This design comes from an exercise in tuning for small area, a short achievable clock period and few clock cycles on the open sky130 flow, not from production work. Only simulation tests tie the RTL to the original design; equivalence was not proved.

==> flow/run.sh <==
#!/bin/bash
# synth_recipe.tcl (not shown) runs the flow's synth.tcl, then flattens the netlist and writes it again
# the make line also repeats each setting of config.mk as NAME=value (left out here)
make -C /OpenROAD-flow-scripts/flow DESIGN_CONFIG=/design/flow/config.mk WORK_HOME=/design/flow/orfs CLKGATE_MAP_FILE= SYNTH_SCRIPT=/design/flow/synth_recipe.tcl finish
==> flow/config.mk <==
export PLATFORM = sky130hd
export DESIGN_NAME = rs_dec_kes
export DESIGN_NICKNAME = rs_dec_kes
export VERILOG_FILES = /design/flow/design.v
export SDC_FILE = /design/flow/constraint.sdc
export NUM_CORES = 8
export LEC_CHECK = 0
export CAP_MARGIN = 20
export CORE_MARGIN = 2
export CORE_UTILIZATION = 45
export SETUP_SLACK_MARGIN = 3.0
export SLEW_MARGIN = 20
==> flow/constraint.sdc <==
create_clock -name core_clock -period 9.0 [get_ports {clk}]
set_input_delay 1.8000 -clock core_clock [delete_from_list [all_inputs] [get_ports {clk}]]
set_output_delay 1.8000 -clock core_clock [all_outputs]
set_load 0.01 [all_outputs]
==> flow/design.v <==
module gf_mul (
    input  logic [9:0] a,
    input  logic [9:0] b,
    output logic [9:0] y
);
    logic [9:0] ap [0:9];
    always_comb begin
        ap[0] = a;
        for (int j = 1; j < 10; j++)
            ap[j] = {ap[j-1][8:0], 1'b0} ^ (ap[j-1][9] ? 10'h009 : 10'h000);
        y = 10'd0;
        for (int j = 0; j < 10; j++)
            if (b[j]) y = y ^ ap[j];
    end
endmodule
module rs_dec_kes (
    input  logic        clk,
    input  logic        rst_n,
    input  logic        start,
    input  logic [299:0] syndromes_in_flat,
    output logic        done,
    output logic [159:0] lambda_flat,
    output logic [159:0] omega_flat
);
    localparam logic [2:0] IDLE = 3'd0, ITER = 3'd1, OMG = 3'd2, VER = 3'd3,
                           SCL  = 3'd4, FIN  = 3'd5, RST = 3'd6;
    localparam logic [4:0] KMAX = 5'd20;
    logic [9:0] S [0:29];
    always_comb for (int n = 0; n < 30; n++) S[n] = syndromes_in_flat[10*n +: 10];
    logic [2:0] st;
    logic       om;            
    logic       sc;            
    logic       omx;           
    logic       nobet;         
    logic       fail;          
    logic [4:0] cnt;           
    logic [4:0] L;
    logic [4:0] kp1;           
    logic [4:0] ex;            
    logic [9:0] gam;
    logic [9:0] cpow;          
    logic [9:0] lam [0:15];
    logic [9:0] b   [0:14];    
    logic [9:0] w   [0:15];    
    logic [9:0] sg2, sg3;      
    logic [9:0] p [0:15];
    logic [9:0] delta;
    for (genvar i = 0; i < 16; i++) begin : g1
        gf_mul u (.a(lam[i]), .b(w[i]), .y(p[i]));
    end
    always_comb begin
        delta = 10'd0;
        for (int i = 0; i < 16; i++) delta = delta ^ p[i];
    end
    wire [9:0] gsel = omx ? (sc ? cpow : sg2) : gam;
    wire [9:0] dsel = omx ? (sc ? cpow : sg3) : delta;
    logic [9:0] t2 [0:15];
    logic [9:0] t3 [0:15];
    logic [9:0] lnx [0:15];
    for (genvar i = 0; i < 16; i++) begin : g2
        gf_mul u (.a(gsel), .b(lam[i]), .y(t2[i]));
    end
    assign t3[0] = 10'd0;
    for (genvar i = 1; i < 16; i++) begin : g3
        wire [9:0] bs = om ? lam[i-1] : b[i-1];
        gf_mul u (.a(bs), .b(dsel), .y(t3[i]));
    end
    always_comb for (int i = 0; i < 16; i++) lnx[i] = t2[i] ^ t3[i];
    function automatic logic [9:0] gsq(input logic [9:0] a);
        logic [9:0] r;
        r = 10'd0;
        for (int i = 9; i >= 0; i--) begin
            r = {r[8:0], 1'b0} ^ (r[9] ? 10'h009 : 10'h000);
            if (a[i]) r = r ^ a;
        end
        gsq = r;
    endfunction
    logic [9:0] csq, cmul;
    assign csq = gsq(cpow);
    gf_mul u_cp (.a(csq), .b(gam), .y(cmul));
    wire in_it = (st == ITER);
    wire last_it = in_it && (cnt == 5'd29);
    wire dnz = (delta != 10'd0);
    wire lok = ({L, 1'b0} <= {1'b0, cnt});
    wire upd = dnz && lok;
    wire bet = in_it && !dnz && lok && (cnt <= KMAX) && !nobet;
    logic [3:0] ua;
    logic [9:0] r1a, r2a, r3a, r1, r2, r3;
    always_comb begin
        ua = cnt[3:0] - 4'd1;
        case (ua)
            4'd9: begin r1a = S[29]; r3a = S[28]; r2a = S[27]; end
            4'd8: begin r1a = S[26]; r3a = S[25]; r2a = S[24]; end
            4'd7: begin r1a = S[23]; r3a = S[22]; r2a = S[21]; end
            4'd6: begin r1a = S[20]; r3a = S[19]; r2a = S[18]; end
            4'd5: begin r1a = S[17]; r3a = S[16]; r2a = S[15]; end
            4'd4: begin r1a = S[14]; r3a = S[13]; r2a = S[12]; end
            4'd3: begin r1a = S[11]; r3a = S[10]; r2a = S[9];  end
            4'd2: begin r1a = S[8];  r3a = S[7];  r2a = S[6];  end
            4'd1: begin r1a = S[5];  r3a = S[4];  r2a = S[3];  end
            default: begin r1a = S[2]; r3a = S[1]; r2a = S[0]; end
        endcase
        r1 = in_it ? S[14] : r1a;
        r2 = in_it ? (bet ? S[27] : S[12]) : r2a;
        r3 = in_it ? (bet ? S[28] : S[13]) : r3a;
    end
    wire [9:0] snext = S[cnt + 5'd1];
    logic vbad, sbad;
    logic [5:0] cq;
    always_comb begin
        vbad = 1'b0;
        cq = 6'd0;
        for (int q = 12; q < 15; q++) begin
            cq = 6'(q + 3) + 6'(3 * cnt[3:0]);
            if (cq >= {1'b0, kp1} && cq <= 6'd29 && b[q] != 10'd0) vbad = 1'b1;
        end
        sbad = 1'b0;
        for (int q = 0; q < 15; q++)
            if (5'(q) >= kp1 && b[q] != 10'd0) sbad = 1'b1;
    end
    wire s0nz = (S[0] != 10'd0);
    wire s1nz = (S[1] != 10'd0);
    wire allz = (syndromes_in_flat == 300'd0);
    wire init = ((st == IDLE || st == FIN) && start) || (st == RST);
    always_ff @(posedge clk or negedge rst_n) begin
        if (!rst_n) begin
            st    <= IDLE;
            cnt   <= 5'd0;
            om    <= 1'b0;
            sc    <= 1'b0;
            omx   <= 1'b0;
            nobet <= 1'b0;
        end else begin
            case (st)
                ITER: begin
                    if (bet) begin
                        st <= VER; om <= 1'b1; omx <= 1'b1; cnt <= 5'd9;
                    end else if (last_it) begin
                        st <= OMG; om <= 1'b1; omx <= 1'b1; cnt <= 5'd4;
                    end else cnt <= cnt + 5'd1;
                end
                OMG: begin
                    cnt <= cnt - 5'd1;
                    if (cnt[3:0] == 4'd0) begin st <= FIN; om <= 1'b0; omx <= 1'b0; end
                end
                VER: begin
                    cnt <= cnt - 5'd1;
                    if (cnt[3:0] == 4'd0) begin st <= SCL; om <= 1'b0; sc <= 1'b1; end
                end
                SCL: begin
                    sc <= 1'b0;
                    omx <= 1'b0;
                    st <= (fail || sbad) ? RST : FIN;
                end
                RST: begin
                    st <= ITER; cnt <= 5'd2; nobet <= 1'b1;
                end
                default: begin
                    if (start) begin
                        st    <= allz ? FIN : ITER;
                        cnt   <= 5'd2;
                        nobet <= 1'b0;
                    end else st <= IDLE;
                end
            endcase
        end
    end
    always_ff @(posedge clk) begin
        if (init) begin
            for (int i = 0; i < 16; i++) lam[i] <= 10'd0;
            for (int i = 0; i < 15; i++) b[i] <= 10'd0;
            lam[0] <= s0nz ? S[0] : 10'd1;
            lam[1] <= s0nz ? S[1] : 10'd0;
            lam[2] <= s0nz ? 10'd0 : S[1];
            b[0]   <= (!s0nz && s1nz) ? 10'd1 : 10'd0;
            b[1]   <= s0nz ? 10'd1 : 10'd0;
            b[2]   <= (!s0nz && !s1nz && !allz) ? 10'd1 : 10'd0;
            gam    <= s0nz ? S[0] : (s1nz ? S[1] : 10'd1);
            L      <= s0nz ? 5'd1 : (s1nz ? 5'd2 : 5'd0);
        end else if (in_it) begin
            for (int i = 0; i < 16; i++) lam[i] <= lnx[i];
            if (upd) begin
                for (int i = 0; i < 15; i++) b[i] <= lam[i];
                gam <= delta;
                L   <= cnt + 5'd1 - L;
            end else begin
                b[0] <= 10'd0;
                for (int i = 1; i < 15; i++) b[i] <= b[i-1];
            end
        end else if (om) begin
            for (int j = 0; j < 15; j++)
                b[j] <= (j >= 3 ? b[j-3] : 10'd0) ^ (j >= 2 ? p[j-2] : 10'd0) ^ lnx[j];
        end else if (sc) begin
            for (int i = 0; i < 16; i++) lam[i] <= t2[i];
            for (int j = 0; j < 15; j++) b[j] <= t3[j+1];
        end
        if (bet) begin
            kp1  <= cnt + 5'd1;
            ex   <= 5'd29 - cnt;
            cpow <= 10'd1;
            fail <= 1'b0;
        end else if (st == VER) begin
            if (vbad) fail <= 1'b1;
            if (cnt[3:0] >= 4'd5) cpow <= ex[cnt[3:0] - 4'd5] ? cmul : csq;
        end
        if (init) begin
            w[0] <= S[2]; w[1] <= S[1]; w[2] <= S[0];
            for (int i = 3; i < 16; i++) w[i] <= 10'd0;
        end else if (in_it && !last_it) begin
            w[0] <= bet ? S[29] : snext;
            for (int i = 1; i < 16; i++) w[i] <= w[i-1];
        end else begin
            for (int i = 0; i < 16; i++) w[i] <= r1;
        end
        sg2 <= r2;
        sg3 <= r3;
    end
    assign done = (st == FIN);
    always_comb begin
        for (int n = 0; n < 16; n++) lambda_flat[10*n +: 10] = lam[n];
        omega_flat[9:0] = lam[0];
        for (int j = 1; j < 16; j++)
            omega_flat[10*j +: 10] = lam[j] ^ b[j-1];
    end
endmodule
==> results.ini, run 1 <==
[synth]
syn_nets=16750
ys_warn_count=17
synth.avg_cell_area_um2=6.745
synthTopCellsByArea=xnor2_1 (26%), nand2_1 (14%), xor2_1 (9.1%)
netlist_area_mm2=0.1106
synthArstFlopShare_pct=2.235
synth.distinct_cells=95
synth-seq-cells=537
synth_top_area_cell=xnor2_1
synthCells=16400
synth_edf_count=84
synth_top_area_share_pct=26.05
ys.flop_type=dfxtp_1
seq_area_frac_synth_pct=10.53

[sta]
relSlewSlack_pct=5.418
min_period_over_period_pct=69.50
fin_skew_ns=0.06782
hold_viol_final=0
tns_ns=0
fmax_ghz=0.1599
rsz0062_at_grt=yes
whs_ns=0.4644
setup_viol_count_final=0
drv_slew=0
setup_ws_ns=2.745
period_minus_slack_ns=6.255
worstMarginPinSlew_ns=1.415

[run]
maxCapViolations=0

[setup_path]
required_ns=9.69
crit_chain=buf_6 -> xor2_1 -> nand2_1 -> xor2_1 -> xnor2_1 -> xnor2_2 -> xnor2_1 -> xnor2_1 -> xnor2_2 -> xnor2_4 -> buf_4 -> o21ai_4 -> buf_4 -> buf_6 -> nor2_1 -> xnor2_1 -> xnor2_1 -> xnor2_1 -> xor2_1 -> nand2_1 -> a21oi_1
critPathCaptureType=flip-flop
cp.arrival_ns=6.95
crit_buf_inv=4
critPathMaxFanout=30
start_kind=flip-flop
crit_top_cell=xnor2_1
criticalPathCategory=flip-flop to flip-flop
crit_slowest_cell=xnor2_1
max_stage_delay_ns=0.59
crit_family=XOR/XNOR gates

[clock_network]
insertion_delay_ns=0.82
htreeDepth=3
path_clk_slew_ns=0.06
cts.path.max_buffers=3
clkSinkCount=537
ctsHoldBuffers=0
cts_tree=built
cts_buffers=81
cts_root_buf=clkbuf_16

[route]
vias_per_cell=6.682
first_iter_violations=24110
wl_mm=700.7
ant_nets=0
wire_per_inst_um=35.35
remaining_drc_errors=0
via_count=132500
first_pass_iters=15

[layout]
multi_input_area_mm2=0.09558
syn_to_final_growth_pct=17.79
ff_latch_area_mm2=0.01200
drive_gt1_share_pct=11.64
nets=16770
fillerInstances=24090
fin_util_pct=53.13

[global_route]
grt_pass1_wl_mm=934.9
grt_util_all_layers_pct=52.19
grt_start_max_net_pins=133
grt_pass1_vias=113400
gr-total-overflow=0
antenna_found_initial=78

[floorplan]
start_util_pct=45.11
die_h_um=499.8
die_x_um=499.8
fp.coreArea_mm2=0.2453
ioPinCount=624
rows=182
die_area_mm2=0.2498

[place]
dp_hpwl_mm=478.9
place_congestion=1.135
io_buffers=623
place_ws_ns=1.451

[hold_path]
hp-class=flip-flop to flip-flop

[status]
outcome=timing/DRC/antenna clean

[synthesized netlist by cell type (166+ instances only)]
master and n:
a22oi_1 258, buf_2 281, mux2i_1 334, xnor3_1 166
nand2_1 4017, nand3_1 219, o21ai_0 546, xor2_1 1155
nor2_1 1190, buf_1 318, a21oi_1 954, mux2_2 181
xnor2_1 3290, o22ai_1 251, clkbuf_1 934, dfxtp_1 441
[cell type report]
cell class	instances	area share, %
Tap cell	3220	3.092
Clock buffer	99	1.661
Multi-Input combinational cell	14170	73.35
Timing Repair Buffer	1521	11.55
Clock inverter	52	0.5761
Antenna cell	105	0.2016
Sequential cell	537	9.208
Inverter	119	0.3639
[metrics by stage]
step	area (um^2)	std cells
after floorplan	110600	16400
after global placement	120000	19270
after detailed placement	120100	19270
after CTS	125900	19550
after global routing	130100	19740
final	130300	19820
[worst paths after layout]
| path | slack [ns] | start | endpoint | cells past startpoint |
|---|---|---|---|---|
| setup / recovery | 2.74 | lam[9][5] | lam[11][1] | 21 |
| hold / removal | 0.46 | fail | fail | 1 |
| setup reg to reg | 2.74 | lam[9][5] | lam[11][1] | 21 |
| hold reg to reg | 0.46 | fail | fail | 1 |
| max in group asynchronous | 6.93 | rst_n | om | 1 |
| min in group asynchronous | 1.50 | rst_n | cnt[1] | 1 |
[worst register-to-register path: cells and delay by family, from the launching register on]
kind / cells / cell delay [ns]
xor gates and xnor gates: 12 / 3.52
buffers and inverters: 4 / 1.35
AOI/OAI and AO/OA: 2 / 0.57
DFF: 1 / 0.37
and+or+nand+nor: 3 / 0.35
[routing by layer]
| layer | wire length [um] | up-vias | GRT usage [%] | share of wire, % |
|---|---|---|---|---|
| met5 | 939 | - | 0.3666 | 0.13 |
| met4 | 73800 | 44 | 42.26 | 11 |
| met3 | 121000 | 3663 | 25.92 | 17 |
| met2 | 259200 | 12490 | 68.22 | 37 |
| met1 | 245800 | 62000 | 63.33 | 35 |
| li1 | - | 54250 | - | - |
[timing repair]
action | in CTS | in global routing
pin swaps | 25 | 84
buffers inserted | 112 | 143
endpoints found under the setup margin | 374 | 341
gates cloned | 15 | 24
gates resized for setup | 328 | 495
[cells by family after synthesis]
| kind of cell | after synthesis | share of synthesized area [%] |
|---|---|---|
| simple gates | 6098 | 22.41 |
| xor+xnor | 4629 | 38.87 |
| compound gates | 2875 | 16.49 |
| buf+inv | 1703 | 6.302 |
| flops | 537 | 10.53 |
| mux | 517 | 4.905 |
| fa+ha+maj | 43 | 0.4976 |
[cells in the final DEF (no fill, tap or decap), drive strengths merged, types with 86 or more instances in the layout]
master / count
nand2: 4018
xnor2: 3294
nor2: 1191
xor2: 1164
a21oi: 955
buf: 870
clkdlybuf4s50: 623
o21ai: 561
dfxtp: 441
mux2i: 334
a22oi: 258
o22ai: 251
nand3: 219
mux2: 181
xnor3: 167
o221ai: 138
nor2b: 137
a211oi: 131
nand2b: 127
clkbuf: 121
inv: 118
nor4: 110
diode: 105
a221oi: 102
nor3: 86
[state kept, by name, indices dropped and copies added (netlist names)]
name,cells
lam,160
w,160
b,150
cpow,10
gam,10
sg2,10
sg3,10
L,5
cnt,5
kp1,5
ex,4
st,3
fail,1
nobet,1
om,1
omx,1
sc,1
Testbench counts, summed over its fixed seeds: cycles 79,665.
==> run 2: changes to the inputs <==
--- a/flow/design.v
+++ b/flow/design.v
@@ -24,7 +24,7 @@
 );
     localparam logic [2:0] IDLE = 3'd0, ITER = 3'd1, OMG = 3'd2, VER = 3'd3,
                            SCL  = 3'd4, FIN  = 3'd5, RST = 3'd6;
-    localparam logic [4:0] KMAX = 5'd20;
+    localparam logic [4:0] KMAX = 5'd22;
     logic [9:0] S [0:29];
     always_comb for (int n = 0; n < 30; n++) S[n] = syndromes_in_flat[10*n +: 10];
     logic [2:0] st;
@@ -101,8 +101,8 @@
             default: begin r1a = S[2]; r3a = S[1]; r2a = S[0]; end
         endcase
         r1 = in_it ? S[14] : r1a;
-        r2 = in_it ? (bet ? S[27] : S[12]) : r2a;
-        r3 = in_it ? (bet ? S[28] : S[13]) : r3a;
+        r2 = (in_it || init) ? ((in_it ? bet : bets) ? S[27] : S[12]) : r2a;
+        r3 = (in_it || init) ? ((in_it ? bet : bets) ? S[28] : S[13]) : r3a;
     end
     wire [9:0] snext = S[cnt + 5'd1];
     logic vbad, sbad;
@@ -122,6 +122,16 @@
     wire s1nz = (S[1] != 10'd0);
     wire allz = (syndromes_in_flat == 300'd0);
     wire init = ((st == IDLE || st == FIN) && start) || (st == RST);
+    logic [9:0] m01, m02, sq0, sq1, d2;
+    gf_mul u_s01 (.a(S[0]), .b(S[1]), .y(m01));
+    gf_mul u_s02 (.a(S[0]), .b(S[2]), .y(m02));
+    assign sq0 = gsq(S[0]);
+    assign sq1 = gsq(S[1]);
+    assign d2  = s0nz ? (m02 ^ sq1) : S[2];         
+    wire d2nz = (d2 != 10'd0);
+    wire lok2 = s0nz || !s1nz;                      
+    wire upd2 = d2nz && lok2;
+    wire bets = !d2nz && lok2 && !allz && (st != RST);    
     always_ff @(posedge clk or negedge rst_n) begin
         if (!rst_n) begin
             st    <= IDLE;
@@ -153,13 +163,17 @@
                     st <= (fail || sbad) ? RST : FIN;
                 end
                 RST: begin
-                    st <= ITER; cnt <= 5'd2; nobet <= 1'b1;
+                    st <= ITER; cnt <= 5'd3; nobet <= 1'b1;
                 end
                 default: begin
                     if (start) begin
-                        st    <= allz ? FIN : ITER;
-                        cnt   <= 5'd2;
                         nobet <= 1'b0;
+                        if (allz) st <= FIN;
+                        else if (bets) begin
+                            st <= VER; om <= 1'b1; omx <= 1'b1; cnt <= 5'd9;
+                        end else begin
+                            st <= ITER; cnt <= 5'd3;
+                        end
                     end else st <= IDLE;
                 end
             endcase
@@ -169,14 +183,24 @@
         if (init) begin
             for (int i = 0; i < 16; i++) lam[i] <= 10'd0;
             for (int i = 0; i < 15; i++) b[i] <= 10'd0;
-            lam[0] <= s0nz ? S[0] : 10'd1;
-            lam[1] <= s0nz ? S[1] : 10'd0;
-            lam[2] <= s0nz ? 10'd0 : S[1];
-            b[0]   <= (!s0nz && s1nz) ? 10'd1 : 10'd0;
-            b[1]   <= s0nz ? 10'd1 : 10'd0;
-            b[2]   <= (!s0nz && !s1nz && !allz) ? 10'd1 : 10'd0;
-            gam    <= s0nz ? S[0] : (s1nz ? S[1] : 10'd1);
-            L      <= s0nz ? 5'd1 : (s1nz ? 5'd2 : 5'd0);
+            if (s0nz) begin
+                lam[0] <= sq0; lam[1] <= m01; lam[2] <= d2;
+                if (upd2) begin b[0] <= S[0]; b[1] <= S[1]; end
+                else b[2] <= 10'd1;
+                gam <= upd2 ? d2 : S[0];
+                L   <= upd2 ? 5'd2 : 5'd1;
+            end else if (s1nz) begin
+                lam[0] <= S[1]; lam[1] <= S[2]; lam[2] <= sq1;
+                b[1] <= 10'd1;
+                gam <= S[1];
+                L   <= 5'd2;
+            end else begin
+                lam[0] <= 10'd1; lam[3] <= S[2];
+                if (upd2) b[0] <= 10'd1;
+                else if (!allz) b[3] <= 10'd1;
+                gam <= upd2 ? S[2] : 10'd1;
+                L   <= upd2 ? 5'd3 : 5'd0;
+            end
         end else if (in_it) begin
             for (int i = 0; i < 16; i++) lam[i] <= lnx[i];
             if (upd) begin
@@ -194,9 +218,9 @@
             for (int i = 0; i < 16; i++) lam[i] <= t2[i];
             for (int j = 0; j < 15; j++) b[j] <= t3[j+1];
         end
-        if (bet) begin
-            kp1  <= cnt + 5'd1;
-            ex   <= 5'd29 - cnt;
+        if (bet || init) begin
+            kp1  <= in_it ? cnt + 5'd1 : 5'd3;
+            ex   <= in_it ? 5'd29 - cnt : 5'd27;
             cpow <= 10'd1;
             fail <= 1'b0;
         end else if (st == VER) begin
@@ -204,8 +228,9 @@
             if (cnt[3:0] >= 4'd5) cpow <= ex[cnt[3:0] - 4'd5] ? cmul : csq;
         end
         if (init) begin
-            w[0] <= S[2]; w[1] <= S[1]; w[2] <= S[0];
-            for (int i = 3; i < 16; i++) w[i] <= 10'd0;
+            w[0] <= bets ? S[29] : S[3];
+            w[1] <= S[2]; w[2] <= S[1]; w[3] <= S[0];
+            for (int i = 4; i < 16; i++) w[i] <= 10'd0;
         end else if (in_it && !last_it) begin
             w[0] <= bet ? S[29] : snext;
             for (int i = 1; i < 16; i++) w[i] <= w[i-1];
==> run 2 against run 1 <==
  * First-iteration DRC count grew 1.3%
  * Worst setup slack gained 0.089 ns
  * Non-clock buffer count down 44
  * Synthesized area grew 5.6%
  * Cell count grew 2.4%
==> results.ini, run 2 <==
[global_route]
gr-total-overflow=0  ; unchanged
grt_util_all_layers_pct=51.36  ; -0.84 points
grt_pass1_vias=118000  ; +4.1%
grt_start_max_net_pins=145  ; +9.0%
grt_pass1_wl_mm=971.6  ; +3.9%
antenna_found_initial=70  ; -10%

[clock_network]
clkSinkCount=537  ; unchanged
path_clk_slew_ns=0.06  ; about the same
cts.path.max_buffers=3  ; unchanged
cts_tree=built
htreeDepth=3  ; unchanged
insertion_delay_ns=0.82  ; about the same
cts_root_buf=clkbuf_16
ctsHoldBuffers=0  ; unchanged
cts_buffers=77  ; -4.9%

[synth]
synthArstFlopShare_pct=2.235  ; unchanged
synthTopCellsByArea=xnor2_1 (24%), nand2_1 (13%), xor2_1 (7.9%)
ys_top_cells_by_count=nand2_1 (4096), xnor2_1 (3226), nor2_1 (1290), xor2_1 (1051), a21oi_1 (944)
netlist_area_mm2=0.1168  ; +5.6%
synth.distinct_cells=102  ; +7.4%
yosysMostFrequentCell=nand2_1
synth_top_area_share_pct=24.19  ; -1.9 points
synth-seq-cells=537  ; unchanged
ys.flop_type=dfxtp_1
synth.avg_cell_area_um2=6.942  ; +2.9%
seq_area_frac_synth_pct=10.15  ; -0.39 points
synth_top_area_cell=xnor2_1
synthCells=16830  ; +2.6%
syn_nets=17180  ; +2.6%
synth_edf_count=104  ; +24%
ys_warn_count=17  ; unchanged

[layout]
final_common_cell=nand2_1
final_cell_mix=nand2_1 (4076), xnor2_1 (3057), nor2_1 (1254)
drive_gt1_share_pct=11.05  ; -0.59 points
stdcell_area_mm2=0.1349  ; +3.5%
reg_top3=lam: 160 flops, w: 160 flops, b: 150 flops
nets=17100  ; +1.9%
syn_to_final_growth_pct=15.51

[place]
place_congestion=1.098  ; -3.3%
place_area_mm2=0.1259  ; +4.8%
dp_hpwl_mm=488.6  ; +2.0%
io_buffers=623  ; unchanged

[route]
wire_per_inst_um=35.44  ; +0.25%
wl_mm=719.4  ; +2.7%
first_pass_iters=22  ; +7
via_count=135500  ; +2.3%
first_iter_violations=24410  ; +1.3%
remaining_drc_errors=0  ; unchanged
ant_nets=0  ; unchanged
vias_per_cell=6.675  ; -0.10%

[sta]
setup_viol_count_final=0  ; unchanged
tns_ns=0  ; unchanged
relSlewSlack_pct=10.69  ; +5.3 points
hold_viol_final=0  ; unchanged
whs_ns=0.4861  ; +0.02171 ns
fin_skew_ns=0.07729  ; +0.009472 ns
period_minus_slack_ns=6.166  ; -0.08937 ns
rsz0062_at_grt=yes
min_period_over_period_pct=68.51  ; -0.99 points
fmax_ghz=0.1622  ; +1.4%
worstMarginPinSlew_ns=1.337  ; -0.07872 ns
drv_slew=0  ; unchanged

[floorplan]
ioPinCount=624  ; unchanged
die_area_mm2=0.2637  ; +5.5%
start_util_pct=45.14  ; about the same
die_h_um=513.5  ; +2.7%
die_x_um=513.5  ; +2.7%
rows=187  ; +2.7%
fp.coreArea_mm2=0.2588  ; +5.5%

[setup_path]
critPathMaxFanout=65  ; +120%
start_kind=flip-flop
reg2reg_slack_ns=2.83  ; +0.09 ns
reg2regPathDepth=18  ; -14%
regToRegEndpoint=b[13][5]
critPathCaptureType=flip-flop
criticalPathCategory=flip-flop to flip-flop
setup.worst_path.start=sc
required_ns=9.64  ; -0.05 ns
cp.arrival_ns=6.81  ; -0.14 ns
r2r-start=sc
crit_end=b[13][5]

[hold_path]
hp-class=flip-flop to flip-flop

[status]
outcome=timing/DRC/antenna clean

[run]
maxCapViolations=0  ; unchanged

==> run 2: changes by cell type in the layout (fill, tap and decap cells not counted), moves of 65 or more <==
cell / delta
xnor3_1: +168
nor2b_1: -92
nor2_1: +88
xor2_1: -85
nand2_1: +71
o211ai_1: +65
==> run 2: logic make-up (layout without fill, tap and decap cells) <==
family                     Yosys count  in the layout  synth area share (%)
other                                0             86                     0
xor gates and xnor gates          4676           4676                 39.61
DFF                                537            537                 10.15
adders and majority gates           49             49                0.5334
buffers and inverters             1765           1738                 6.598
AOI/OAI and AO/OA                 3064           3074                 16.84
muxes                              564            567                 5.031
and+or+nand+nor                   6170           6170                 21.24
==> run 2: per-layer routing <==
metal	share of wire [%]	track usage, %	vias up	wire length (um)
met4	9.4	37.38	86	67340
met3	17	25.68	3389	125400
met2	37	66.97	12620	266200
li1	-	-	55840	-
met5	0.23	3.178	-	1644
met1	36	63.66	63570	258800
==> run 2: worst max-delay path: stages (launching register included) <==
cell	delay, ns
dfrtp_2	0.73
buf_4	0.58
mux2i_1	0.21
a21oi_4	0.28
buf_4	0.53
nand2b_2	0.23
buf_4	0.45
nand2_4	0.35
buf_12	0.34
nand2_1	0.20
xnor2_1	0.14
xnor2_1	0.15
xnor2_1	0.11
xnor2_1	0.47
xnor2_1	0.26
xnor2_1	0.22
nand2_1	0.10
o21ai_0	0.10
a221oi_1	0.34
==> run 2: final cells by class <==
cell class	count	area [um^2]
Tap cell	3402	4257
Timing Repair Buffer	1477	14610
Sequential cell	537	12150
Inverter	119	450.4
Fill cell	25620	123800
Clock buffer	97	2166
Clock inverter	45	569.3
Antenna cell	86	215.2
Multi-Input combinational cell	14540	100500
==> run 2: per-stage QoR <==
stage | util (%) | setup slack [ns] | std cells
floorplan | - | 3.074 | 16830
global placement | 48.63 | 1.443 | 19820
detailed placement | 48.65 | 1.535 | 19820
CTS | 51.02 | 2.987 | 20110
global route | 52.07 | 2.934 | 20230
finish | 52.14 | 2.834 | 20300
==> run 2: timing repair <==
action / in CTS / in global routing
endpoints found under the setup margin: 373 / 295
buffers inserted: 134 / 82
pin swaps: 34 / 63
gates resized for setup: 362 / 339
gates cloned: 20 / 14
==> run 2: worst min-delay path by stage <==
stage / start / slack (ns) / endpoint / cells past startpoint
5_1_grt: fail / 0.52 / fail / 2
2_1_floorplan: fail / 0.44 / fail / 2
3_5_place_dp: fail / 0.47 / fail / 2
3_3_place_gp: fail / 0.45 / fail / 2
6_report: fail / 0.49 / fail / 2
4_1_cts: fail / 0.49 / fail / 2
Testbench counts of run 2, summed over its fixed seeds: cycles 76,522.
==> run 3: changes to the inputs <==
==> flow/flow/run.sh (new file) <==
#!/bin/bash
# The standard layout (the standard.sh, unchanged synthesis and steps),
# with the port buffers inserted by buffer_ports made of
# sky130_fd_sc_hd__buf_2 instead of the default cell.
set -euo pipefail
export BUFFER_PORTS_ARGS="-buffer_cell sky130_fd_sc_hd__buf_2"
bash standard.sh "BUFFER_PORTS_ARGS=-buffer_cell sky130_fd_sc_hd__buf_2" finish > standard_flow.log 2>&1
==> flow/standard.sh (new file) <==
#!/bin/bash
# synth_recipe.tcl (not shown) runs the flow's synth.tcl, then flattens the netlist and writes it again
# the make line also repeats each setting of config.mk as NAME=value (left out here)
make -C /OpenROAD-flow-scripts/flow DESIGN_CONFIG=/design/flow/config.mk WORK_HOME=/design/flow/orfs CLKGATE_MAP_FILE= SYNTH_SCRIPT=/design/flow/synth_recipe.tcl "${@:-finish}"
removed: flow/run.sh
==> run 3 against run 2 <==
  * Sequential share of layout area up 0.28 points
  * Sequential cell count unchanged
  * Synthesized cell count unchanged
  * Highest routed layer unchanged
  * Hold slack better by 0.016 ns
  * First-iteration DRC count up 0.41%
  * Non-clock buffer count down 65
  * Synthesized area unchanged
==> results.ini, run 3 <==
[synth]
synth_top_area_cell=xnor2_1
synth_top_area_share_pct=24.19  ; unchanged
netlist_area_mm2=0.1168  ; unchanged
synthTopCellsByArea=xnor2_1 (24%), nand2_1 (13%), xor2_1 (7.9%)
synth-seq-cells=537  ; unchanged
synthCells=16830  ; unchanged
syn_nets=17180  ; unchanged
yosysMostFrequentCell=nand2_1
synth.avg_cell_area_um2=6.942  ; unchanged
synth_edf_count=104  ; unchanged
ys_warn_count=17  ; unchanged
synth.distinct_cells=102  ; unchanged
seq_area_frac_synth_pct=10.15  ; unchanged
ys.flop_type=dfxtp_1
ys_top_cells_by_count=nand2_1 (4096), xnor2_1 (3226), nor2_1 (1290), xor2_1 (1051), a21oi_1 (944)
synthArstFlopShare_pct=2.235  ; unchanged

[setup_path]
cp.arrival_ns=6.90  ; +0.09 ns
critPathCaptureType=flip-flop
reg2reg_slack_ns=2.70  ; -0.14 ns
start_kind=flip-flop
crit_family=XOR/XNOR gates
crit_buf_inv=5  ; +1
criticalPathCategory=flip-flop to flip-flop
max_stage_delay_ns=0.65  ; -0.08 ns
critPathMaxFanout=17  ; -74%
crit_chain=buf_4 -> inv_1 -> o22ai_1 -> a2111oi_1 -> xnor3_1 -> xnor2_4 -> xnor2_4 -> xnor3_2 -> xnor3_2 -> a21oi_4 -> buf_4 -> buf_4 -> bufbuf_16 -> nand2_1 -> xnor2_1 -> xnor3_1 -> a221oi_1 -> o21ai_0 -> o41ai_1
crit_top_cell=buf_4
required_ns=9.60  ; -0.04 ns
crit_slowest_cell=a2111oi_1

[route]
remaining_drc_errors=0  ; unchanged
wl_mm=706.6  ; -1.8%
first_pass_iters=10  ; -55%
first_iter_violations=24510  ; +0.41%
ant_nets=0  ; unchanged
via_count=135000  ; -0.37%
vias_per_cell=6.675  ; about the same
wire_per_inst_um=34.94  ; -1.4%

[clock_network]
cts_root_buf=clkbuf_16
htreeDepth=3  ; unchanged
cts.path.max_buffers=3  ; unchanged
cts_tree=built
path_clk_slew_ns=0.06  ; about the same
cts_buffers=77  ; unchanged
clkSinkCount=537  ; unchanged
insertion_delay_ns=0.81  ; about the same

[floorplan]
fp.coreArea_mm2=0.2588  ; unchanged
die_x_um=513.5  ; unchanged
ioPinCount=624  ; unchanged
rows=187  ; unchanged
die_h_um=513.5  ; unchanged
die_area_mm2=0.2637  ; unchanged
start_util_pct=45.14  ; unchanged

[run]
maxCapViolations=0  ; unchanged

[layout]
final_common_cell=nand2_1
reg_top3=lam: 160 flops, w: 160 flops, b: 150 flops
nets=17030  ; -0.40%
stdcell_area_mm2=0.1310  ; -2.9%
syn_to_final_growth_pct=12.12
final_cell_mix=nand2_1 (4077), xnor2_1 (3064), nor2_1 (1259)
fin_util_pct=50.61  ; -1.5 points
instances_no_fill=20220  ; -0.37%
drive_gt1_share_pct=14.34  ; +3.3 points

[sta]
relSlewSlack_pct=9.473  ; -1.2 points
rsz0062_at_grt=yes
drv_slew=0  ; unchanged
fin_skew_ns=0.05247  ; -0.02482 ns
setup_viol_count_final=0  ; unchanged
tns_ns=0  ; unchanged
worstMarginPinSlew_ns=1.345  ; +0.008837 ns
fmax_ghz=0.1587  ; -2.2%
hold_viol_final=0  ; unchanged
period_minus_slack_ns=6.302  ; +0.1359 ns
min_period_over_period_pct=70.02  ; +1.5 points

[place]
io_buffers=623  ; unchanged
place_area_mm2=0.1223  ; -2.8%
dp_hpwl_mm=484.0  ; -0.94%
place_congestion=1.094  ; -0.39%
placed_cells=19770  ; -0.24%

[global_route]
gr-total-overflow=0  ; unchanged
antenna_found_initial=64  ; -8.6%
grt_pass1_vias=117400  ; -0.47%
grt_pass1_wl_mm=959.4  ; -1.3%
grt_util_all_layers_pct=50.61  ; -0.74 points
grt_start_max_net_pins=145  ; unchanged

[status]
outcome=timing/DRC/antenna clean

[hold_path]
hp-class=flip-flop to flip-flop

==> run 3: cell counts after synthesis <==
Identical to the previous run, type by type.
==> run 3: cell type report <==
type | count | area [um^2]
fillers | 25900 | 127800
multi-input cells | 14530 | 100500
flip-flops and latches | 537 | 12160
repair buffers | 1412 | 10670
well taps | 3402 | 4257
clock buffers | 115 | 2350
inverters | 119 | 446.7
clock inverters | 27 | 344.1
diodes | 78 | 195.2
==> run 3: cell families after synthesis <==
| kind of cell | share of synthesized area, % |
|---|---|
| fa+ha+maj | 0.5334 |
| xor+xnor | 39.61 |
| simple gates | 21.24 |
| compound gates | 16.84 |
| mux | 5.031 |
| flops | 10.15 |
| buf+inv | 6.598 |
==> run 3: repair_timing <==
item,4_1_cts,5_1_grt
pin swaps,30,55
buffers inserted,128,77
gates cloned,19,8
hold buffers,0,0
setup endpoints to repair,374,282
resized for setup,307,386
==> run 3: routing by layer <==
layer | share of wire [%] | global-route usage (%) | up-vias
met1 | 36 | 61.94 | 63650
met3 | 17 | 25.80 | 3077
met5 | 0.16 | 1.498 | -
met4 | 9.2 | 36.59 | 45
met2 | 37 | 66.90 | 12520
li1 | - | - | 55710
==> run 3: through the flow <==
| step | setup WS [ns] | hold slack [ns] |
|---|---|---|
| 6_report | 2.698 | 0.5020 |
| 5_1_grt | 2.912 | 0.5311 |
| 4_1_cts | 3.001 | 0.4993 |
| 3_5_place_dp | 1.610 | 0.4743 |
| 3_3_place_gp | 1.575 | 0.4667 |
| 2_1_floorplan | 3.074 | 0.4383 |
==> run 3: worst min-delay path: cells and delay by family, from the launching register on <==
family          cells  cell delay (ns)
compound gates      1             0.05
flops               1             0.34
simple gates        1             0.08
==> run 3: path summary, 6_finish.rpt <==
check,from,to,cells after the start
max,lam[3][5],b[3][0],19
min,fail,fail,2
max reg2reg,lam[3][5],b[3][0],19
min reg2reg,fail,fail,2
max in group asynchronous,rst_n,st[2],1
min in group asynchronous,rst_n,cnt[2],1
==> run 4: changes to the inputs <==
--- a/flow/config.mk
+++ b/flow/config.mk
@@ -7,6 +7,6 @@
 export LEC_CHECK = 0
 export CAP_MARGIN = 20
 export CORE_MARGIN = 2
-export CORE_UTILIZATION = 45
+export CORE_UTILIZATION = 50
 export SETUP_SLACK_MARGIN = 3.0
 export SLEW_MARGIN = 20
==> run 4 against run 3 <==
  * Fmax rose by 1.1%
  * Critical path depth fell by 7
  * Global-route usage rose by 6.1 points
  * Hold slack improved by 0.029 ns
  * Critical path type unchanged
  * Largest cell class unchanged
  * Highest routed layer unchanged
==> results.ini, run 4 <==
[status]
outcome=timing/DRC/antenna clean

[synth]
ys.flop_type=dfxtp_1
ys_top_cells_by_count=nand2_1 (4096), xnor2_1 (3226), nor2_1 (1290), xor2_1 (1051), a21oi_1 (944)
synth.avg_cell_area_um2=6.942  ; unchanged
synthTopCellsByArea=xnor2_1 (24%), nand2_1 (13%), xor2_1 (7.9%)
synth-seq-cells=537  ; unchanged
synth_top_area_share_pct=24.19  ; unchanged
synth_edf_count=104  ; unchanged
seq_area_frac_synth_pct=10.15  ; unchanged
ys_warn_count=17  ; unchanged
synthArstFlopShare_pct=2.235  ; unchanged
netlist_area_mm2=0.1168  ; unchanged
synth.distinct_cells=102  ; unchanged
synth_top_area_cell=xnor2_1
syn_nets=17180  ; unchanged
yosysMostFrequentCell=nand2_1
synthCells=16830  ; unchanged

[global_route]
gr-total-overflow=0  ; unchanged
grt_util_all_layers_pct=56.72  ; +6.1 points
antenna_found_initial=79  ; +23%
grt_start_max_net_pins=136  ; -6.2%
grt_pass1_vias=117800  ; +0.31%
grt_pass1_wl_mm=964.9  ; +0.58%

[sta]
drv_slew=0  ; unchanged
period_minus_slack_ns=6.233  ; -0.06884 ns
min_period_over_period_pct=69.26  ; -0.76 points
hold_viol_final=0  ; unchanged
fmax_ghz=0.1604  ; +1.1%
rsz0062_at_grt=yes
fin_skew_ns=0.06127  ; +0.008803 ns
relSlewSlack_pct=12.79  ; +3.3 points
setup_viol_count_final=0  ; unchanged
tns_ns=0  ; unchanged
whs_ns=0.5311  ; +0.02907 ns
worstMarginPinSlew_ns=1.299  ; -0.04668 ns

[floorplan]
die_h_um=487.3  ; -5.1%
ioPinCount=624  ; unchanged
rows=177  ; -5.3%
fp.coreArea_mm2=0.2325  ; -10%
start_util_pct=50.23  ; +5.1 points
die_x_um=487.3  ; -5.1%
die_area_mm2=0.2375  ; -9.9%

[setup_path]
max_stage_delay_ns=1.02  ; +0.37 ns
crit_family=simple AND/OR/NAND/NOR gates
critPathMaxFanout=57  ; +40
start_kind=flip-flop
critPathCaptureType=flip-flop
crit_buf_inv=2  ; -3
required_ns=9.67  ; +0.07 ns
crit_chain=nor2_1 -> a21oi_4 -> buf_4 -> nand2b_2 -> buf_4 -> nand3_1 -> o21ai_1 -> a22oi_1 -> xnor2_1 -> o211a_1 -> o21ai_1 -> and2_1
cp.arrival_ns=6.90  ; about the same
crit_slowest_cell=nand3_1
criticalPathCategory=flip-flop to flip-flop

[layout]
ff_latch_area_mm2=0.01217  ; about the same
reg_top3=lam: 160 flops, w: 160 flops, b: 150 flops
nets=17040  ; +0.065%
instances_no_fill=19900  ; -1.6%
fillerInstances=22620  ; -13%
syn_to_final_growth_pct=11.93
stdcell_area_mm2=0.1307  ; -0.17%
multi_input_area_mm2=0.1007  ; +0.12%
final_cell_mix=nand2_1 (4075), xnor2_1 (3056), nor2_1 (1261)
final_common_cell=nand2_1
drive_gt1_share_pct=14.52  ; +0.18 points

[clock_network]
htreeDepth=3  ; unchanged
cts_root_buf=clkbuf_16
path_clk_slew_ns=0.07  ; about the same
cts_tree=built
cts_buffers=80  ; +3.9%
insertion_delay_ns=0.80  ; about the same
ctsHoldBuffers=0  ; unchanged
cts.path.max_buffers=3  ; unchanged
clkSinkCount=537  ; unchanged

[place]
io_buffers=623  ; unchanged
place_congestion=1.083  ; -1.0%
placed_cells=19420  ; -1.8%
place_area_mm2=0.1220  ; -0.28%
dp_hpwl_mm=482.6  ; -0.29%

[run]
maxCapViolations=0  ; unchanged

[route]
ant_nets=0  ; unchanged
first_pass_iters=11  ; +1
remaining_drc_errors=0  ; unchanged
wl_mm=707.0  ; about the same
wire_per_inst_um=35.52  ; +1.7%
via_count=135200  ; +0.18%
first_iter_violations=23460  ; -4.3%
vias_per_cell=6.795  ; +1.8%

[hold_path]
hp-class=flip-flop to flip-flop

[run 4: cell count changes in the layout (fill, tap and decap cells not counted), moves of 6 or more]
cell / before / now
buf_12: 66 / 75
buf_8: 9 / 18
clkinv_2: 7 / 13
diode_2: 78 / 108
xnor2_1: 3064 / 3056
xnor2_2: 135 / 141
xnor3_1: 287 / 278
xor2_2: 43 / 56
xor2_4: 24 / 16
[run 4: cell families (layout without fill, tap and decap cells)]
| group | count (synthesis) | count (layout) | synth area share (%) |
|---|---|---|---|
| compound gates | 3064 | 3071 | 16.84 |
| xor+xnor | 4676 | 4676 | 39.61 |
| fa+ha+maj | 49 | 49 | 0.5334 |
| buf+inv | 1765 | 1682 | 6.598 |
| flops | 537 | 537 | 10.15 |
| mux | 564 | 567 | 5.031 |
| other cells | 0 | 108 | 0 |
| simple gates | 6170 | 6170 | 21.24 |
[run 4: final timing paths]
check | startpoint | endpoint | slack (ns) | cells after the start
hold / removal | fail | fail | 0.53 | 2
setup / recovery | omx | lam[5][4] | 2.77 | 12
hold reg to reg | fail | fail | 0.53 | 2
max in group asynchronous | rst_n | omx | 7.75 | 1
min in group asynchronous | rst_n | nobet | 0.95 | 1
setup reg to reg | omx | lam[5][4] | 2.77 | 12
[run 4: area by class of cell]
cell class | instances | share of cell area [%]
flip-flops and latches | 537 | 9.310
well taps | 3043 | 2.912
clock inverters | 30 | 0.2450
diodes | 108 | 0.2067
inverters | 119 | 0.3416
multi-input cells | 14530 | 76.99
clock buffers | 113 | 1.760
repair buffers | 1420 | 8.233
[run 4: through the flow]
step | setup WS, ns | utilization (%)
6_report | 2.767 | 56.22
2_1_floorplan | 3.074 | -
3_3_place_gp | 1.483 | 52.44
4_1_cts | 2.995 | 55.01
5_1_grt | 2.848 | 56.14
3_5_place_dp | 1.663 | 52.45
[run 4: timing repair]
action                     in CTS  in global routing
gates cloned                   16                  6
pin swaps                      38                 70
setup endpoints to repair     375                291
resized for setup             377                361
buffers inserted              140                 72
[run 4: layer usage]
metal / vias to the layer above / global-route usage, % / part of all wire [%]
li1: 55770 / - / -
met1: 63400 / 68.57 / 35
met2: 12650 / 74.09 / 38
met3: 3364 / 29.00 / 17
met4: 55 / 45.31 / 9.8
met5: - / 0.8573 / 0.081
[run 4: worst reg2reg max path, stage by stage, from the launching register on]
cell      delay, ns
dfrtp_4        1.00
nor2_1         0.21
a21oi_4        0.17
buf_4          0.67
nand2b_2       0.36
buf_4          0.61
nand3_1        1.04
o21ai_1        0.85
a22oi_1        0.18
xnor2_1        0.52
o211a_1        0.24
o21ai_1        0.12
and2_1         0.20
==> run 5: changes to the inputs <==
--- a/flow/design.v
+++ b/flow/design.v
@@ -84,27 +84,28 @@
     wire lok = ({L, 1'b0} <= {1'b0, cnt});
     wire upd = dnz && lok;
     wire bet = in_it && !dnz && lok && (cnt <= KMAX) && !nobet;
+    wire [4:0] sidx = in_it ? cnt + 5'd1 : 5'(3 * cnt) - 5'd1;
+    wire [9:0] snext = S[sidx];
     logic [3:0] ua;
-    logic [9:0] r1a, r2a, r3a, r1, r2, r3;
+    logic [9:0] r2a, r3a, r1, r2, r3;
     always_comb begin
         ua = cnt[3:0] - 4'd1;
         case (ua)
-            4'd9: begin r1a = S[29]; r3a = S[28]; r2a = S[27]; end
-            4'd8: begin r1a = S[26]; r3a = S[25]; r2a = S[24]; end
-            4'd7: begin r1a = S[23]; r3a = S[22]; r2a = S[21]; end
-            4'd6: begin r1a = S[20]; r3a = S[19]; r2a = S[18]; end
-            4'd5: begin r1a = S[17]; r3a = S[16]; r2a = S[15]; end
-            4'd4: begin r1a = S[14]; r3a = S[13]; r2a = S[12]; end
-            4'd3: begin r1a = S[11]; r3a = S[10]; r2a = S[9];  end
-            4'd2: begin r1a = S[8];  r3a = S[7];  r2a = S[6];  end
-            4'd1: begin r1a = S[5];  r3a = S[4];  r2a = S[3];  end
-            default: begin r1a = S[2]; r3a = S[1]; r2a = S[0]; end
+            4'd9: begin r3a = S[28]; r2a = S[27]; end
+            4'd8: begin r3a = S[25]; r2a = S[24]; end
+            4'd7: begin r3a = S[22]; r2a = S[21]; end
+            4'd6: begin r3a = S[19]; r2a = S[18]; end
+            4'd5: begin r3a = S[16]; r2a = S[15]; end
+            4'd4: begin r3a = S[13]; r2a = S[12]; end
+            4'd3: begin r3a = S[10]; r2a = S[9];  end
+            4'd2: begin  r3a = S[7];  r2a = S[6];  end
+            4'd1: begin  r3a = S[4];  r2a = S[3];  end
+            default: begin r3a = S[1]; r2a = S[0]; end
         endcase
-        r1 = in_it ? S[14] : r1a;
+        r1 = in_it ? S[14] : snext;     
         r2 = (in_it || init) ? ((in_it ? bet : bets) ? S[27] : S[12]) : r2a;
         r3 = (in_it || init) ? ((in_it ? bet : bets) ? S[28] : S[13]) : r3a;
     end
-    wire [9:0] snext = S[cnt + 5'd1];
     logic vbad, sbad;
     logic [5:0] cq;
     always_comb begin
--- a/flow/config.mk
+++ b/flow/config.mk
@@ -5,8 +5,8 @@
 export SDC_FILE = /design/flow/constraint.sdc
 export NUM_CORES = 8
 export LEC_CHECK = 0
-export CAP_MARGIN = 20
+export CAP_MARGIN = 35
 export CORE_MARGIN = 2
 export CORE_UTILIZATION = 50
 export SETUP_SLACK_MARGIN = 3.0
-export SLEW_MARGIN = 20
+export SLEW_MARGIN = 35
==> run 5 against run 4 <==
  * Clock-buffer cell count decreased by 5
  * Utilization decreased by 0.077 points
  * Wire length decreased by 5.7%
  * Sequential share of layout area increased by 0.14 points
  * Register-to-register slack improved by 0.03 ns
  * First-iteration DRC count decreased by 6.4%
  * Clock skew increased by 0.017 ns
  * Critical path type unchanged
  * Highest routed layer unchanged
==> results.ini, run 5 <==
[clock_network]
clkSinkCount=537  ; unchanged
ctsHoldBuffers=0  ; unchanged
htreeDepth=3  ; unchanged
cts_root_buf=clkbuf_16
cts_tree=built
insertion_delay_ns=0.83  ; +0.03 ns
cts_buffers=77  ; -3.8%
path_clk_slew_ns=0.07  ; about the same
cts.path.max_buffers=3  ; unchanged

[place]
io_buffers=623  ; unchanged
placed_cells=19550  ; +0.66%
place_congestion=1.079  ; -0.33%
place_area_mm2=0.1203  ; -1.4%
place_ws_ns=1.272  ; -0.3912 ns
dp_hpwl_mm=464.5  ; -3.7%

[layout]
reg_top3=lam: 160 flops, w: 160 flops, b: 150 flops
syn_to_final_growth_pct=11.38
nets=17140  ; +0.60%
final_cell_mix=nand2_1 (4356), xnor2_1 (3399), a21oi_1 (1096)
drive_gt1_share_pct=13.58  ; -0.93 points
fillerInstances=22380  ; -1.0%
instances_no_fill=19980  ; +0.37%
final_common_cell=nand2_1
stdcell_area_mm2=0.1279  ; -2.2%

[sta]
tns_ns=0  ; unchanged
setup_ws_ns=2.797  ; +0.03042 ns
setup_viol_count_final=0  ; unchanged
worstMarginPinSlew_ns=1.186  ; -0.1126 ns
relSlewSlack_pct=20.08  ; +7.3 points
rsz0062_at_grt=yes
hold_viol_final=0  ; unchanged
drv_slew=0  ; unchanged
fmax_ghz=0.1612  ; +0.49%
min_period_over_period_pct=68.92  ; -0.34 points
fin_skew_ns=0.07851  ; +0.01724 ns
period_minus_slack_ns=6.203  ; -0.03042 ns

[global_route]
grt_pass1_wl_mm=916.4  ; -5.0%
antenna_found_initial=85  ; +7.6%
grt_util_all_layers_pct=53.75  ; -3.0 points
grt_start_max_net_pins=139  ; +2.2%
grt_pass1_vias=115000  ; -2.4%
gr-total-overflow=0  ; unchanged

[setup_path]
required_ns=9.66  ; about the same
criticalPathCategory=flip-flop to flip-flop
critPathMaxFanout=31  ; -46%
critPathCaptureType=flip-flop
start_kind=flip-flop
cp.arrival_ns=6.86  ; -0.04 ns

[run]
maxCapViolations=0  ; unchanged

[synth]
synthTopCellsByArea=xnor2_1 (27%), nand2_1 (14%), xor2_1 (8.4%)
synth.avg_cell_area_um2=6.753  ; -2.7%
synth_edf_count=104  ; unchanged
yosysMostFrequentCell=nand2_1
ys.flop_type=dfxtp_1
ys_top_cells_by_count=nand2_1 (4373), xnor2_1 (3567), a21oi_1 (1115), xor2_1 (1096), clkbuf_1 (893)
synth_top_area_share_pct=27.22  ; +3.0 points
synth_top_area_cell=xnor2_1
synthArstFlopShare_pct=2.235  ; unchanged
seq_area_frac_synth_pct=10.32  ; +0.18 points
synth.distinct_cells=92  ; -9.8%
ys_warn_count=17  ; unchanged
synth-seq-cells=537  ; unchanged
netlist_area_mm2=0.1148  ; -1.7%
syn_nets=17360  ; +1.0%
synthCells=17000  ; +1.0%

[route]
wl_mm=666.7  ; -5.7%
ant_nets=0  ; unchanged
wire_per_inst_um=33.37  ; -6.1%
vias_per_cell=6.617  ; -2.6%
first_iter_violations=21950  ; -6.4%
first_pass_iters=9  ; -2
via_count=132200  ; -2.3%
remaining_drc_errors=0  ; unchanged

[status]
outcome=timing/DRC/antenna clean

[floorplan]
die_x_um=483.2  ; -0.86%
rows=175  ; -1.1%
die_area_mm2=0.2334  ; -1.7%
fp.coreArea_mm2=0.2277  ; -2.1%
ioPinCount=624  ; unchanged
die_h_um=483.2  ; -0.86%
start_util_pct=50.41  ; +0.18 points

[hold_path]
hp-class=flip-flop to flip-flop

[run 5: changes by cell type after synthesis, sizes merged, moves of 34 or more]
cell and delta:
o211ai -86, a21oi +171, and2 +59, nor2 -397, xnor2 +331, a22oi -58
nor2b +42, a211oi +34, nand2 +277, xnor3 -186, o32ai -73, xor2 +43
nand2b +37, o21ai +41
[run 5: path summary, 6_finish.rpt]
check / from / endpoint / slack [ns] / cells past startpoint
setup reg to reg: sc / lam[13][5] / 2.80 / 14
max in group asynchronous: rst_n / omx / 7.77 / 1
min in group asynchronous: rst_n / cnt[2] / 0.89 / 1
hold / removal: fail / fail / 0.51 / 2
hold reg to reg: fail / fail / 0.51 / 2
setup / recovery: sc / lam[13][5] / 2.80 / 14
[run 5: routing by layer]
layer | vias to the layer above | global-route usage [%] | routed length [um]
met5 | - | 0 | 263
met2 | 11950 | 72.63 | 258400
met4 | 34 | 41.68 | 62650
met3 | 2931 | 21.70 | 105000
met1 | 61750 | 67.12 | 240300
li1 | 55530 | - | -
[run 5: repair_timing]
action                     in CTS  in global routing
setup endpoints to repair     490                433
resized for setup             281                309
pin swaps                      23                 38
cloned                         15                  9
buffers inserted               94                 52
[run 5: stage by stage]
| stage | hold WS, ns | util [%] |
|---|---|---|
| floorplan | 0.4316 | - |
| global placement | 0.4620 | 52.59 |
| detailed placement | 0.4716 | 52.81 |
| CTS | 0.4945 | 55.03 |
| global route | 0.5316 | 56.04 |
| finish | 0.5117 | 56.15 |
[run 5: cells by family (layout without fill, tap and decap cells)]
| group | Yosys count | after routing | synth area share [%] |
|---|---|---|---|
| and+or+nand+nor | 6202 | 6202 | 22.08 |
| muxes | 538 | 538 | 4.910 |
| xor gates and xnor gates | 4855 | 4855 | 39.24 |
| buffers and inverters | 1752 | 1588 | 6.446 |
| AOI/OAI and AO/OA | 3063 | 3077 | 16.41 |
| other | 0 | 118 | 0 |
| DFF | 537 | 537 | 10.32 |
| adders and majority gates | 53 | 53 | 0.5886 |
[run 5: area by class of cell]
type	count	area (um^2)	share of cell area, %
Antenna cell	118	295.3	0.2309
Clock buffer	108	2342	1.832
Clock inverter	33	350.3	0.2740
Inverter	103	394.1	0.3083
Multi-Input combinational cell	14730	98800	77.27
Sequential cell	537	12080	9.449
Tap cell	3009	3765	2.945
Timing Repair Buffer	1344	9833	7.691
[run 5: critical path: stages, from the launching register on]
cell and delay (ns):
dfrtp_2 0.57, mux2i_1 0.50, a21o_4 0.46, buf_4 0.55, nand2_2 0.63, nand2_4 0.62, buf_4 0.62, nand2_1 0.15
xnor2_1 0.19, xnor2_1 0.15, xnor2_1 0.10, xnor2_1 0.64, xnor2_1 0.25, o221ai_1 0.16, and2_2 0.34
Testbench counts of run 5, summed over its fixed seeds: cycles 76,522.
==> run 6: changes to the inputs <==
--- a/flow/config.mk
+++ b/flow/config.mk
@@ -8,5 +8,5 @@
 export CAP_MARGIN = 35
 export CORE_MARGIN = 2
 export CORE_UTILIZATION = 50
-export SETUP_SLACK_MARGIN = 3.0
+export SETUP_SLACK_MARGIN = 3.3
 export SLEW_MARGIN = 35
==> run 6 against run 5 <==
  * Clock-buffer cell count shrank 1
  * Still clean on timing, DRC and antenna
  * Largest cell class unchanged
  * Sequential cell count unchanged
  * Die area did not move
  * Worst setup slack gained 0.31 ns
==> results.ini, run 6 <==
[sta]
drv_slew=0  ; unchanged
hold_viol_final=0  ; unchanged
relSlewSlack_pct=17.21  ; -2.9 points
rsz0062_at_grt=yes
setup_viol_count_final=0  ; unchanged
period_minus_slack_ns=5.888  ; -0.3142 ns
min_period_over_period_pct=65.43  ; -3.5 points
worstMarginPinSlew_ns=1.234  ; +0.04820 ns
fmax_ghz=0.1698  ; +5.3%
setup_ws_ns=3.112  ; +0.3142 ns
fin_skew_ns=0.07468  ; -0.003838 ns
tns_ns=0  ; unchanged

[synth]
synth-seq-cells=537  ; unchanged
synth_top_area_share_pct=27.22  ; unchanged
syn_nets=17360  ; unchanged
synthCells=17000  ; unchanged
synthArstFlopShare_pct=2.235  ; unchanged
seq_area_frac_synth_pct=10.32  ; unchanged
ys_top_cells_by_count=nand2_1 (4373), xnor2_1 (3567), a21oi_1 (1115), xor2_1 (1096), clkbuf_1 (893)
synth.distinct_cells=92  ; unchanged
synth_edf_count=104  ; unchanged
synthTopCellsByArea=xnor2_1 (27%), nand2_1 (14%), xor2_1 (8.4%)
yosysMostFrequentCell=nand2_1
ys_warn_count=17  ; unchanged
ys.flop_type=dfxtp_1
synth_top_area_cell=xnor2_1
synth.avg_cell_area_um2=6.753  ; unchanged
netlist_area_mm2=0.1148  ; unchanged

[global_route]
grt_start_max_net_pins=122  ; -12%
grt_util_all_layers_pct=54.64  ; +0.90 points
antenna_found_initial=88  ; +3.5%
gr-total-overflow=0  ; unchanged
grt_pass1_wl_mm=928.4  ; +1.3%
grt_pass1_vias=115600  ; +0.56%

[route]
via_count=135100  ; +2.2%
first_iter_violations=24000  ; +9.4%
vias_per_cell=6.670  ; +0.81%
remaining_drc_errors=0  ; unchanged
first_pass_iters=14  ; +5
ant_nets=0  ; unchanged
wire_per_inst_um=34.00  ; +1.9%
wl_mm=688.6  ; +3.3%

[setup_path]
reg2regPathDepth=16  ; +2
criticalPathCategory=flip-flop to flip-flop
critPathMaxFanout=27  ; -13%
max_stage_delay_ns=0.67  ; +0.03 ns
crit_top_cell=xnor2_1
crit_slowest_cell=nand2_4
required_ns=9.66  ; about the same
critPathCaptureType=flip-flop
cp.arrival_ns=6.54  ; -0.32 ns
start_kind=flip-flop
crit_chain=buf_6 -> nand2_1 -> a21boi_0 -> a21o_1 -> buf_4 -> nand2_1 -> nand2_4 -> buf_6 -> nand2_1 -> xnor2_1 -> xnor2_1 -> xnor2_1 -> xnor2_1 -> xnor2_1 -> xnor2_1 -> a221oi_1

[clock_network]
cts_buffers=79  ; +2.6%
insertion_delay_ns=0.81  ; -0.02 ns
clkSinkCount=537  ; unchanged
cts_tree=built
htreeDepth=3  ; unchanged
path_clk_slew_ns=0.06  ; about the same
ctsHoldBuffers=0  ; unchanged
cts_root_buf=clkbuf_16
cts.path.max_buffers=3  ; unchanged

[floorplan]
rows=175  ; unchanged
fp.coreArea_mm2=0.2277  ; unchanged
die_x_um=483.2  ; unchanged
die_h_um=483.2  ; unchanged
die_area_mm2=0.2334  ; unchanged
start_util_pct=50.41  ; unchanged
ioPinCount=624  ; unchanged

[place]
place_congestion=1.094  ; +1.4%
placed_cells=19540  ; -0.051%
place_ws_ns=1.226  ; -0.04610 ns
dp_hpwl_mm=466.4  ; +0.39%
io_buffers=623  ; unchanged

[layout]
final_common_cell=nand2_1
instances_no_fill=20250  ; +1.4%
reg_top3=lam: 160 flops, w: 160 flops, b: 150 flops
nets=17430  ; +1.7%
fin_util_pct=58.59  ; +2.4 points
final_cell_mix=nand2_1 (4350), xnor2_1 (3306), a21oi_1 (1088)
drive_gt1_share_pct=16.66  ; +3.1 points
syn_to_final_growth_pct=16.22

[run]
maxCapViolations=0  ; unchanged

[status]
outcome=timing/DRC/antenna clean

[hold_path]
whs_path_depth=2  ; unchanged
hp-class=flip-flop to flip-flop

==> run 6: kinds of logic after synthesis <==
logic type / Yosys count / synth area share [%]
AO/OA/AOI/OAI: 3063 / 16.41
adder cells (fa/ha/maj): 53 / 0.5886
buffers and inverters: 1752 / 6.446
flip-flops: 537 / 10.32
AND/OR/NAND/NOR: 6202 / 22.08
XOR/XNOR: 4855 / 39.24
multiplexers: 538 / 4.910
==> run 6: worst max-delay path, delay by kind of cell, from the launching register on <==
family | cells | cell delay, ns
AO/OA/AOI/OAI | 3 | 1.01
buffers and inverters | 3 | 1.27
XOR/XNOR | 6 | 1.32
AND/OR/NAND/NOR | 4 | 1.51
flip-flops | 1 | 0.57
==> run 6: per-layer routing <==
metal	vias up	routed length, um	global-route usage (%)
met5	-	542	1.082
met4	56	69610	43.41
met3	3387	114800	23.59
met2	12520	261900	73.37
met1	63020	241800	67.22
li1	56120	-	-
==> run 6: area by class of cell <==
type	count	area (um^2)
Antenna cell	106	265.3
Clock buffer	107	2266
Clock inverter	36	411.6
Fill cell	21710	94300
Inverter	103	405.4
Multi-Input combinational cell	14730	100500
Sequential cell	537	12270
Tap cell	3009	3765
Timing Repair Buffer	1631	13580
==> run 6: through the flow <==
stage	hold slack [ns]	cell area, um^2
detailed placement	0.4577	120300
floorplan	0.4316	114800
finish	0.4753	133400
global placement	0.4501	119800
CTS	0.4709	127300
global route	0.5127	133200
==> run 6: path summary, 6_finish.rpt <==
check                       from       end  slack, ns
setup reg to reg              sc  b[14][5]       3.11
min in group asynchronous  rst_n    cnt[1]       0.96
setup / recovery              sc  b[14][5]       3.11
hold reg to reg             fail      fail       0.48
hold / removal              fail      fail       0.48
max in group asynchronous  rst_n        om       7.75
==> run 6: repair_timing <==
| action | in CTS | in global routing |
|---|---|---|
| cloned | 20 | 39 |
| resized for setup | 507 | 588 |
| pin swaps | 54 | 189 |
| setup endpoints to repair | 509 | 444 |
| setup buffers | 176 | 232 |

-- static timing again, ports no longer ideal --
In the flow no input, the clock included, has a driving cell. The finished layouts below were timed again as built, in two steps. Step 1 assumes that a clkbuf_16 drives the clock port and a buf_2 every other input. Step 2 moves the port delays by t, midway between the first and last clock arrival at a register: inputs arrive t later, outputs are due t later. That takes back most of the time a late clock gives input paths. Three values: no drivers, after step 1, after step 2; two values: the first two.
run | t (ns) | setup slack, ns | worst data-port slew with drivers (ns)
run 1 | 0.887 | 2.745 / 2.745 / 2.745 | 0.12
run 2 | 0.893 | 2.834 / 2.834 / 2.244 | 0.10
run 3 | 0.894 | 2.698 / 2.698 / 2.211 | 0.10
run 4 | 0.877 | 2.767 / 2.767 / 2.382 | 0.18
run 5 | 0.895 | 2.797 / 2.797 / 2.262 | 0.14
run 6 | 0.881 | 3.112 / 3.112 / 2.448 | 0.20
After both steps setup and hold are still met in every run listed. For run 6, which loses most, drivers alone change the setup slack by 0.000 ns; drivers and shift together by -0.664 ns.
